This design comes from an exercise in tuning for small area, a short achievable clock period and few clock cycles on the open sky130 flow, not from production work.
RTL that was checked went through simulation tests only; none was proved equivalent to the original.

==> flow/design.v <==
`timescale 1ns / 1ps
module cordic_core(input clk, input rst, input start, input [3:0] func, input [15:0] op1, input [15:0] op2,
    output busy, output done, output [31:0] result);
    reg busy_r, done_r;
    reg first;
    reg [1:0] pst;
    reg [3:0] f;
    reg m_cir, m_asn, m_acs, m_hro, m_hve;
    reg [3:0] cnt;
    reg [3:0] sh_lo, sh_hi;
    reg signed [15:0] x, y, t;
    reg [15:0] z;
    reg r16, rhi;
    reg lt, zsg, ypos;
    assign busy = busy_r;
    assign done = done_r;
    assign result = {{15{rhi}}, r16, z};
    wire circular = (f[3:1] == 3'd0) | (f[3:1] == 3'd1);
    wire m_ln = f[3];
    wire m_hrot = (f == 4'd4) | (f == 4'd5) | (f == 4'd6);
    reg [15:0] rom;
    always @(*)
    begin
        if(circular)
            case(cnt)
                4'd0: rom = 16'b0011001001000011;
                4'd1: rom = 16'b0001110110101100;
                4'd2: rom = 16'b0000111110101101;
                4'd3: rom = 16'b0000011111110101;
                4'd4: rom = 16'b0000001111111110;
                4'd5: rom = 16'b0000000111111111;
                4'd6: rom = 16'b0000000011111111;
                4'd7: rom = 16'b0000000001111111;
                4'd8: rom = 16'b0000000000111111;
                4'd9: rom = 16'b0000000000011111;
                4'd10: rom = 16'b0000000000001111;
                4'd11: rom = 16'b0000000000000111;
                4'd12: rom = 16'b0000000000000011;
                4'd13: rom = 16'b0000000000000001;
                default: rom = 16'd0;
            endcase
        else if(m_ln)
            case(cnt)
                4'd1: rom = 16'b0100011001001110;
                4'd2: rom = 16'b0010000010110000;
                4'd3: rom = 16'b0001000000010100;
                4'd4: rom = 16'b0000100000000010;
                4'd5: rom = 16'b0000010000000000;
                4'd6: rom = 16'b0000001000000000;
                4'd7: rom = 16'b0000000100000000;
                4'd8: rom = 16'b0000000010000000;
                4'd9: rom = 16'b0000000001000000;
                4'd10: rom = 16'b0000000000100000;
                4'd11: rom = 16'b0000000000010000;
                4'd12: rom = 16'b0000000000001000;
                4'd13: rom = 16'b0000000000000100;
                4'd14: rom = 16'b0000000000000010;
                default: rom = 16'd0;
            endcase
        else
            case(cnt)
                4'd1: rom = 16'b0010001100100111;
                4'd2: rom = 16'b0001000001011000;
                4'd3: rom = 16'b0000100000001010;
                4'd4: rom = 16'b0000010000000001;
                4'd5: rom = 16'b0000001000000000;
                4'd6: rom = 16'b0000000100000000;
                4'd7: rom = 16'b0000000010000000;
                4'd8: rom = 16'b0000000001000000;
                4'd9: rom = 16'b0000000000100000;
                4'd10: rom = 16'b0000000000010000;
                4'd11: rom = 16'b0000000000001000;
                4'd12: rom = 16'b0000000000000100;
                4'd13: rom = 16'b0000000000000010;
                4'd14: rom = 16'b0000000000000001;
                default: rom = 16'd0;
            endcase
    end
    wire d0 = ~t[15] & (t != 16'd0);
    wire mc = ({x[1:0], 4'd0} < x[5:0]);
    wire pp1 = (pst == 2'd2);
    wire sub_x = (m_cir & y[15]) | (m_asn & lt) | (m_acs & lt) | (m_hro & zsg) | (m_hve & ypos) | pp1;
    wire sub_y = (m_cir & ~y[15]) | (m_asn & ~lt) | (m_acs & ~lt) | (m_hro & zsg) | (m_hve & ypos);
    wire sub_z = (m_cir & y[15]) | (m_asn & ~lt) | (m_acs & lt) | (m_hro & ~zsg) | (m_hve & ~ypos);
    wire cin_x = pp1 ? ~mc : sub_x;
    wire [15:0] xs, ys;
    shift_r4 shx(x, sh_lo, sh_hi, xs);
    shift_r4 shy(y, sh_lo, sh_hi, ys);
    wire [16:0] zs = first ? {1'b0, (m_hrot ? t : 16'h0000)} : {r16, z};
    wire [15:0] yb = xs ^ {16{sub_y}};
    wire [17:0] xn2 = {x[15], x, 1'b1} + {({ys[15], ys} ^ {17{sub_x}}), cin_x};
    wire [16:0] yn2 = {y, 1'b1} + {yb, sub_y};
    wire [17:0] zn2 = {zs, 1'b1} + {({1'b0, rom} ^ {17{sub_z}}), sub_z};
    wire [16:0] xn = xn2[17:1];
    wire [15:0] yn = yn2[16:1];
    wire [16:0] zn = zn2[17:1];
    wire [15:0] zk = {y[14:0] | yb[14:0], sub_y};
    wire yn_zero = &(~(y ^ yb ^ zk));
    wire ypos_next = ~yn[15] & ~yn_zero;
    wire [16:0] ca = {y[15], y};
    wire [16:0] cb = {xs[15], xs} ^ {17{~lt}};
    wire [16:0] cc = ~{t[15], t};
    wire [16:0] cs_s = ca ^ cb ^ cc;
    wire [16:0] cs_c = (ca & cb) | (ca & cc) | (cb & cc);
    wire [17:0] cs_v = {cs_s, 1'b1} + {cs_c[15:0], 1'b1, ~lt};
    wire lt_next = cs_v[17];
    wire lt_first = d0 ? (t > 16'sh26DD) : (t > -16'sh26DD);
    wire [15:0] xln = {op1[15:14] + 2'b01, op1[13:0]};
    wire [15:0] yln = {op1[15:14] - 2'b01, op1[13:0]};
    wire [3:0] cnt_nx = (pst == 2'd1) ? 4'd6 : (pst == 2'd2) ? 4'd2 : cnt + 4'd1;
    wire [3:0] sh_lo_nx = 4'd1 << cnt_nx[1:0];
    wire [3:0] sh_hi_nx = 4'd1 << cnt_nx[3:2];
    wire last = (f == 4'd0 || f[3:1] == 3'd1) ? (cnt == 4'd13) :
                ((f == 4'd7 || m_ln) ? (cnt == 4'd14) : (cnt == 4'd15));
    always @(posedge clk)
    begin
        if(rst)
        begin
            busy_r <= 0;
            done_r <= 0;
            first <= 0;
            pst <= 0;
        end
        else if(!busy_r)
        begin
            if(start)
            begin
                busy_r <= 1;
                done_r <= 0;
                first <= 1;
                pst <= 0;
            end
        end
        else if(pst != 2'd0)
        begin
            pst <= pst + 2'd1;
            if(pst == 2'd3)
            begin
                busy_r <= 0;
                done_r <= 1;
            end
        end
        else
        begin
            first <= 0;
            if(last)
            begin
                if(f == 4'd1)
                    pst <= 2'd1;
                else if(f == 4'd6)
                    pst <= 2'd3;
                else
                begin
                    busy_r <= 0;
                    done_r <= 1;
                end
            end
        end
    end
    always @(posedge clk)
    begin
        if(!busy_r)
        begin
            x <= func[3] ? xln : op1;
            y <= func[3] ? yln : op2;
            t <= op1;
            f <= func;
            m_cir <= (func[3:1] == 3'd0);
            m_acs <= (func[3:1] == 3'd1) & ~func[0];
            m_asn <= (func[3:1] == 3'd1) & func[0];
            m_hro <= (func[3:1] == 3'd2) | (func[3:0] == 4'd6);
            m_hve <= (func[3:0] == 4'd7) | func[3];
            zsg <= op1[15];
            ypos <= func[3] ? (~yln[15] & (yln != 16'd0)) : (~op2[15] & (op2 != 16'd0));
            cnt <= {3'd0, func[3] | func[2]};
            sh_lo <= (func[3] | func[2]) ? 4'b0010 : 4'b0001;
            sh_hi <= 4'b0001;
        end
        else if(pst == 2'd1)
        begin
            y <= x;
            cnt <= cnt_nx;
            sh_lo <= sh_lo_nx;
            sh_hi <= sh_hi_nx;
        end
        else if(pst == 2'd2)
        begin
            x <= xn[15:0];
            cnt <= cnt_nx;
            sh_lo <= sh_lo_nx;
            sh_hi <= sh_hi_nx;
        end
        else if(pst == 2'd3)
        begin
            r16 <= xn[16];
            if(f == 4'd1)
            begin
                z <= xn[16:1];
                rhi <= xn[16];
            end
            else
            begin
                z <= xn[15:0];
                rhi <= 0;
            end
        end
        else
        begin
            cnt <= cnt_nx;
            sh_lo <= sh_lo_nx;
            sh_hi <= sh_hi_nx;
            lt <= first ? lt_first : lt_next;
            zsg <= zn[15];
            ypos <= ypos_next;
            r16 <= m_ln & zn[16];
            rhi <= 0;
            if(first && (m_asn || m_acs))
            begin
                x <= 16'h26DD;
                y <= d0 ? 16'h26DD : -16'sh26DD;
                if(m_acs)
                    z <= d0 ? 16'h6487 - 16'h3243 : 16'h6487 + 16'h3243;
                else
                    z <= d0 ? 16'h3243 : -16'sh3243;
            end
            else
            begin
                if(first && m_hro)
                begin
                    if(f == 4'd5)
                    begin
                        x <= zsg ? -16'sh2800 : 16'sh2800;
                        y <= 16'h5000;
                    end
                    else
                    begin
                        x <= 16'h5000;
                        y <= zsg ? -16'sh2800 : 16'sh2800;
                    end
                end
                else
                begin
                    x <= xn[15:0];
                    y <= yn;
                end
                z <= zn[15:0];
            end
            if(last)
            begin
                if(f == 4'd1 || f == 4'd6)
                begin
                    m_cir <= 0;
                    m_hro <= 0;
                end
                if(f == 4'd4 || f == 4'd5)
                    z <= xn[15:0];
            end
        end
    end
endmodule
module shift_r4(input [15:0] v, input [3:0] lo, input [3:0] hi, output [15:0] o);
    wire [18:0] ve = {{3{v[15]}}, v};
    wire [27:0] s1e;
    wire [15:0] s1;
    genvar b;
    generate
        for(b = 0; b < 16; b = b + 1)
        begin : g
            assign s1[b] = (lo[0] & ve[b]) | (lo[1] & ve[b + 1]) | (lo[2] & ve[b + 2]) | (lo[3] & ve[b + 3]);
        end
    endgenerate
    assign s1e = {{12{s1[15]}}, s1};
    generate
        for(b = 0; b < 16; b = b + 1)
        begin : h
            assign o[b] = (hi[0] & s1e[b]) | (hi[1] & s1e[b + 4]) | (hi[2] & s1e[b + 8]) | (hi[3] & s1e[b + 12]);
        end
    endgenerate
endmodule
export LEC_CHECK = 0
export ABC_AREA = 1
export CAP_MARGIN = 20
export CORE_MARGIN = 2
export CORE_UTILIZATION = 40
export SLEW_MARGIN = 20
create_clock -name core_clock -period 12.0 [get_ports {clk}]
standard.sh (not shown) runs the stock make flow with config.mk's settings and CLKGATE_MAP_FILE= SYNTH_SCRIPT=/design/flow/synth_recipe.tcl, a recipe that flattens the netlist after the stock synthesis.
==> flow/flow/run.sh <==
#!/bin/bash
# Standard synthesis and floorplan, then the standard layout with buf_4 port buffers and
# repair_timing (after CTS and global routing) aiming for a larger setup margin.
set -euo pipefail
bash standard.sh synth > flow_synth.log 2>&1
bash standard.sh floorplan > flow_floorplan.log 2>&1
bash standard.sh SETUP_SLACK_MARGIN=8.5 TNS_END_PERCENT=0 "BUFFER_PORTS_ARGS=-buffer_cell sky130_fd_sc_hd__buf_4" finish > flow_layout.log 2>&1
Next try:
--- a/flow/design.v
+++ b/flow/design.v
@@ -8,5 +8,4 @@
     reg m_cir, m_asn, m_acs, m_hro, m_hve;
     reg [3:0] cnt;
-    reg [3:0] sh_lo, sh_hi;
     reg signed [15:0] x, y, t;
     reg [15:0] z;
@@ -84,7 +83,6 @@
     wire sub_z = (m_cir & y[15]) | (m_asn & ~lt) | (m_acs & lt) | (m_hro & ~zsg) | (m_hve & ~ypos);
     wire cin_x = pp1 ? ~mc : sub_x;
-    wire [15:0] xs, ys;
-    shift_r4 shx(x, sh_lo, sh_hi, xs);
-    shift_r4 shy(y, sh_lo, sh_hi, ys);
+    wire signed [15:0] xs = x >>> cnt;
+    wire signed [15:0] ys = y >>> cnt;
     wire [16:0] zs = first ? {1'b0, (m_hrot ? t : 16'h0000)} : {r16, z};
     wire [15:0] yb = xs ^ {16{sub_y}};
@@ -108,7 +106,4 @@
     wire [15:0] xln = {op1[15:14] + 2'b01, op1[13:0]};
     wire [15:0] yln = {op1[15:14] - 2'b01, op1[13:0]};
-    wire [3:0] cnt_nx = (pst == 2'd1) ? 4'd6 : (pst == 2'd2) ? 4'd2 : cnt + 4'd1;
-    wire [3:0] sh_lo_nx = 4'd1 << cnt_nx[1:0];
-    wire [3:0] sh_hi_nx = 4'd1 << cnt_nx[3:2];
     wire last = (f == 4'd0 || f[3:1] == 3'd1) ? (cnt == 4'd13) :
                 ((f == 4'd7 || m_ln) ? (cnt == 4'd14) : (cnt == 4'd15));
@@ -174,20 +169,14 @@
             ypos <= func[3] ? (~yln[15] & (yln != 16'd0)) : (~op2[15] & (op2 != 16'd0));
             cnt <= {3'd0, func[3] | func[2]};
-            sh_lo <= (func[3] | func[2]) ? 4'b0010 : 4'b0001;
-            sh_hi <= 4'b0001;
         end
         else if(pst == 2'd1)
         begin
             y <= x;
-            cnt <= cnt_nx;
-            sh_lo <= sh_lo_nx;
-            sh_hi <= sh_hi_nx;
+            cnt <= 4'd6;
         end
         else if(pst == 2'd2)
         begin
             x <= xn[15:0];
-            cnt <= cnt_nx;
-            sh_lo <= sh_lo_nx;
-            sh_hi <= sh_hi_nx;
+            cnt <= 4'd2;
         end
         else if(pst == 2'd3)
@@ -207,7 +196,5 @@
         else
         begin
-            cnt <= cnt_nx;
-            sh_lo <= sh_lo_nx;
-            sh_hi <= sh_hi_nx;
+            cnt <= cnt + 4'd1;
             lt <= first ? lt_first : lt_next;
             zsg <= zn[15];
@@ -259,21 +246,2 @@
     end
 endmodule
-module shift_r4(input [15:0] v, input [3:0] lo, input [3:0] hi, output [15:0] o);
-    wire [18:0] ve = {{3{v[15]}}, v};
-    wire [27:0] s1e;
-    wire [15:0] s1;
-    genvar b;
-    generate
-        for(b = 0; b < 16; b = b + 1)
-        begin : g
-            assign s1[b] = (lo[0] & ve[b]) | (lo[1] & ve[b + 1]) | (lo[2] & ve[b + 2]) | (lo[3] & ve[b + 3]);
-        end
-    endgenerate
-    assign s1e = {{12{s1[15]}}, s1};
-    generate
-        for(b = 0; b < 16; b = b + 1)
-        begin : h
-            assign o[b] = (hi[0] & s1e[b]) | (hi[1] & s1e[b + 4]) | (hi[2] & s1e[b + 8]) | (hi[3] & s1e[b + 12]);
-        end
-    endgenerate
-endmodule
Effect: Setup slack got worse by 0.060 ns; worst hold slack got worse by 0.085 ns; clock-buffer cell count is unchanged; global-route usage went up by 1.5 points; clock skew stays flat; fmax went down by about 1.6%; final area went down by 3.8%; core utilization went up by 0.11 points.
Testbench counts after the change, summed over its fixed seeds: cycles 76,922.
For the first run of this note, only the layout was checked, not whether the RTL still works.

## what the ideal ports hide
No port has a modelled driver above. Below, the same layouts with a new extraction and two added sets of constraints.
Step 1, drivers: a clkbuf_16 drives clk and a buf_2 each remaining input, both assumed.
Step 2 times the ports against the registers' clock, not the clock port: input delays grow and output delays shrink by t, the midpoint of the rising clock arrivals with the driver on.
Three values: ideal, step 1, step 2; two values: the first two.
run | t, ns | setup WS [ns] | worst hold slack (ns) | worst setup path after step 2 | latest minus earliest clock arrival (ns)
the first run | 0.421 | 8.255 / 8.255 / 7.990 | 0.557 / 0.557 / 0.557 | input to register | 0.019 / 0.019
the second run | 0.407 | 8.195 / 8.195 / 7.956 | 0.472 / 0.472 / 0.472 | input to register | 0.019 / 0.019
After both steps every run listed still meets setup and hold. The setup slack of the first run, which loses most, moves by 0.000 ns with the drivers and by -0.265 ns with both steps.
